From an optimization exercise on the open Yosys and OpenROAD flow, aimed at small area and a short achievable clock period; shortcuts taken in it are not production practice. Function was checked by simulation only, so behaviour that the tests miss may differ from the original. No activity file was given, so power comes from the tool's default toggle rates.

## ALU2
module ALU2 (
    input  logic clk,
    input  logic reset,
    input  logic [31:0] A, B,
    input  logic [3:0] op,
    output logic [31:0] Y
);
    wire [31:0] nB = ~B;
    wire [31:18] q1;
    wire s1_hi31 = |B[31:1];
    wire s1_r31_t0, s1_r31_g0_0;
    HA s1_r31_ha0 (.a(A[31]), .b(nB[0]), .s(s1_r31_t0), .co(s1_r31_g0_0));
    wire s1_r31_g0_0x = s1_r31_g0_0 | s1_r31_t0;
    assign q1[31] = s1_r31_g0_0x & ~s1_hi31;
    wire s1_r31_d0 = ~s1_r31_t0;
    wire s1_x31_0 = q1[31] ? s1_r31_d0 : A[31];
    wire s1_hi30 = |B[31:2];
    wire s1_r30_t0, s1_r30_g0_0;
    HA s1_r30_ha0 (.a(A[30]), .b(nB[0]), .s(s1_r30_t0), .co(s1_r30_g0_0));
    wire s1_r30_t1, s1_r30_g1_1;
    HA s1_r30_ha1 (.a(s1_x31_0), .b(nB[1]), .s(s1_r30_t1), .co(s1_r30_g1_1));
    wire s1_r30_p1_1 = s1_r30_t1;
    wire s1_r30_g0_0x = s1_r30_g0_0 | s1_r30_t0;
    wire s1_r30_g0_1 = s1_r30_g1_1 | (s1_r30_p1_1 & s1_r30_g0_0x);
    assign q1[30] = s1_r30_g0_1 & ~s1_hi30;
    wire s1_r30_d0 = ~s1_r30_t0;
    wire s1_x30_0 = q1[30] ? s1_r30_d0 : A[30];
    wire s1_r30_d1;
    HA s1_r30_xd1 (.a(s1_r30_t1), .b(s1_r30_g0_0x), .s(s1_r30_d1), .co());
    wire s1_x30_1 = q1[30] ? s1_r30_d1 : s1_x31_0;
    wire s1_hi29 = |B[31:3];
    wire s1_r29_t0, s1_r29_g0_0;
  ...
Size in the first run: about 7100 cells after synthesis, roughly 100 I/O pins, about 0.051 mm^2 of cells after synthesis.
export LEC_CHECK = 0
export ABC_AREA = 1
export CAP_MARGIN = 20
export CORE_MARGIN = 2
export CORE_UTILIZATION = 55
export PLACE_DENSITY = 0.7
export SLEW_MARGIN = 20
export SYNTH_HIERARCHICAL = 1
export SYNTH_MINIMUM_KEEP_SIZE = 0
create_clock -name core_clock -period 75.0 [get_ports {clk}]
standard.sh (not shown) runs the stock make flow with config.mk's settings and CLKGATE_MAP_FILE= SYNTH_SCRIPT=/design/flow/synth_recipe.tcl, a recipe that flattens the netlist after the stock synthesis.
==> flow/flow/run.sh <==
#!/bin/bash
set -euo pipefail
bash standard.sh SETUP_SLACK_MARGIN=33 finish > standard_flow.log 2>&1
The first run passed the timing, design-rule and antenna checks.
==> next run, changes <==
==> flow/flow/run.sh (replaced) <==
#!/bin/bash
set -euo pipefail
bash standard.sh SETUP_SLACK_MARGIN=30 finish > standard_flow.log 2>&1
After rerunning:
- worst setup slack degrades by 2.0 ns
- non-clock buffer count falls by 111
- worst hold slack is better by 0.0038 ns
- total power goes down by 1.2%
- synthesized cell count does not change
- cell count falls by 1.3%

========
== maple ==
ALU2, a different RTL version from the one above (not shown whole).
For scale: roughly 9,000 cells after synthesis, ~62,000 sq um of cells after synthesis.
Design ALU2, start of the top module:
module ALU2 (
    input  logic clk,
    input  logic reset,
    input  logic [31:0] A, B,
    input  logic [3:0] op,
    output logic [31:0] Y
);
==> flow/config.mk <==
export PLATFORM = sky130hd
export DESIGN_NAME = ALU2
export DESIGN_NICKNAME = ALU2
export VERILOG_FILES = /design/flow/design.v
export SDC_FILE = /design/flow/constraint.sdc
export NUM_CORES = 4
export LEC_CHECK = 0
export ABC_AREA = 1
export CAP_MARGIN = 20
export CORE_MARGIN = 2
export CORE_UTILIZATION = 70
export PLACE_DENSITY = 0.8
export SLEW_MARGIN = 20
export SYNTH_HIERARCHICAL = 1
export SYNTH_MINIMUM_KEEP_SIZE = 0
==> flow/constraint.sdc <==
create_clock -name core_clock -period 75.0 [get_ports {clk}]
set_input_delay 15.0000 -clock core_clock [delete_from_list [all_inputs] [get_ports {clk}]]
set_output_delay 15.0000 -clock core_clock [all_outputs]
set_load 0.01 [all_outputs]
==> flow/flow/run.sh <==
#!/bin/bash
set -euo pipefail
R=$PWD/orfs/results/sky130hd/ALU2/base
bash standard.sh $R/1_2_yosys.v > synth_flow.log 2>&1
python3 flow/ha2xor.py $R/1_2_yosys.v > ha2xor.log 2>&1
bash standard.sh "BUFFER_PORTS_ARGS=-buffer_cell sky130_fd_sc_hd__buf_1" SETUP_SLACK_MARGIN=43 finish > layout_flow.log 2>&1
==> flow/flow/ha2xor.py <==
#!/usr/bin/env python3
"""Replace each sky130 half adder whose carry output drives nothing with an
XOR2 cell (same function on the used output, a third less area).
usage: ha2xor.py NETLIST.v   (edited in place)"""
import re, sys
p = sys.argv[1]
t = open(p).read()
inst = re.compile(r'(  sky130_fd_sc_hd__ha_1 (\S+) \(\n\s*\.A\(([^)]*)\),\n\s*\.B\(([^)]*)\),\n\s*\.COUT\(([^)]*)\),\n\s*\.SUM\(([^)]*)\)\n\s*\);)')
# count every use of every net name in pin connections / assigns
uses = {}
for m in re.finditer(r'\.\w+\(([^()]*)\)', t):
    n = m.group(1).strip()
    uses[n] = uses.get(n, 0) + 1
for m in re.finditer(r'assign\s+([^=]+)=([^;]+);', t):
    for n in re.findall(r'[\\\w$.\[\]:]+ ?', m.group(0)):
        n = n.strip()
        uses[n] = uses.get(n, 0) + 1
cnt = 0
def rep(m):
    global cnt
    whole, name, a, b, co, s = m.groups()
    co = co.strip()
    if co == '' or uses.get(co, 0) <= 1:
        cnt += 1
        return f"  sky130_fd_sc_hd__xor2_1 {name} (\n    .A({a}),\n    .B({b}),\n    .X({s})\n  );"
    return whole
t2 = inst.sub(rep, t)
open(p, 'w').write(t2)
print(f"ha2xor: replaced {cnt} half adders")
maple reached the final stage; the timing, design-rule and antenna checks on its layout passed.
Setup changes, maple to zinc
Settings: CORE_UTILIZATION: 70 -> 65; PLACE_DENSITY: 0.8 -> 0.75.
==> flow/flow/run.sh <==
#!/bin/bash
set -euo pipefail
R=$PWD/orfs/results/sky130hd/ALU2/base
bash standard.sh $R/1_2_yosys.v > synth_flow.log 2>&1
python3 flow/ha2xor.py $R/1_2_yosys.v > ha2xor.log 2>&1
bash standard.sh "BUFFER_PORTS_ARGS=-buffer_cell sky130_fd_sc_hd__buf_1" SETUP_SLACK_MARGIN=44 finish > layout_flow.log 2>&1
[summary]
Total power down 6.6% in zinc wrt maple
Internal power (zinc vs. maple) decreases slightly
Design area grows by a few percent when moving from maple to zinc.
maple ended with every stage complete and zero timing, DRC or antenna violations.
zinc: PASS, flow complete, no timing, DRC or antenna violations

[static timing again, ports no longer ideal]
In the flow no input, the clock included, has a driving cell. The finished layouts below were timed again as built, in two steps.
Step 1 sets driving cells, clkbuf_16 on the clock port and buf_2 on the other inputs (assumed; they add their load-dependent delay and slew).
Step 2 times the ports against the registers' clock, not the clock port: input delays grow and output delays shrink by t, the midpoint of the rising clock arrivals with the driver on.
a / b / c = ideal / step 1 / step 2; a / b = the first two.
run | t (ns) | setup slack, ns | hold slack, ns
the first run of note 1 | 0.516 | 34.780 / 34.815 / 34.298 | 0.749 / 0.749 / 0.749
the second run of note 1 | 0.516 | 32.801 / 32.834 / 32.317 | 0.752 / 0.752 / 0.752
maple | 0.616 | 43.508 / 43.557 / 42.941 | 0.912 / 0.912 / 0.912
zinc | 0.595 | 44.180 / 44.134 / 43.539 | 0.934 / 0.934 / 0.934
After both steps every run listed still meets setup and hold. The setup slack of zinc, which loses most, moves by -0.046 ns with the drivers and by -0.641 ns with both steps.
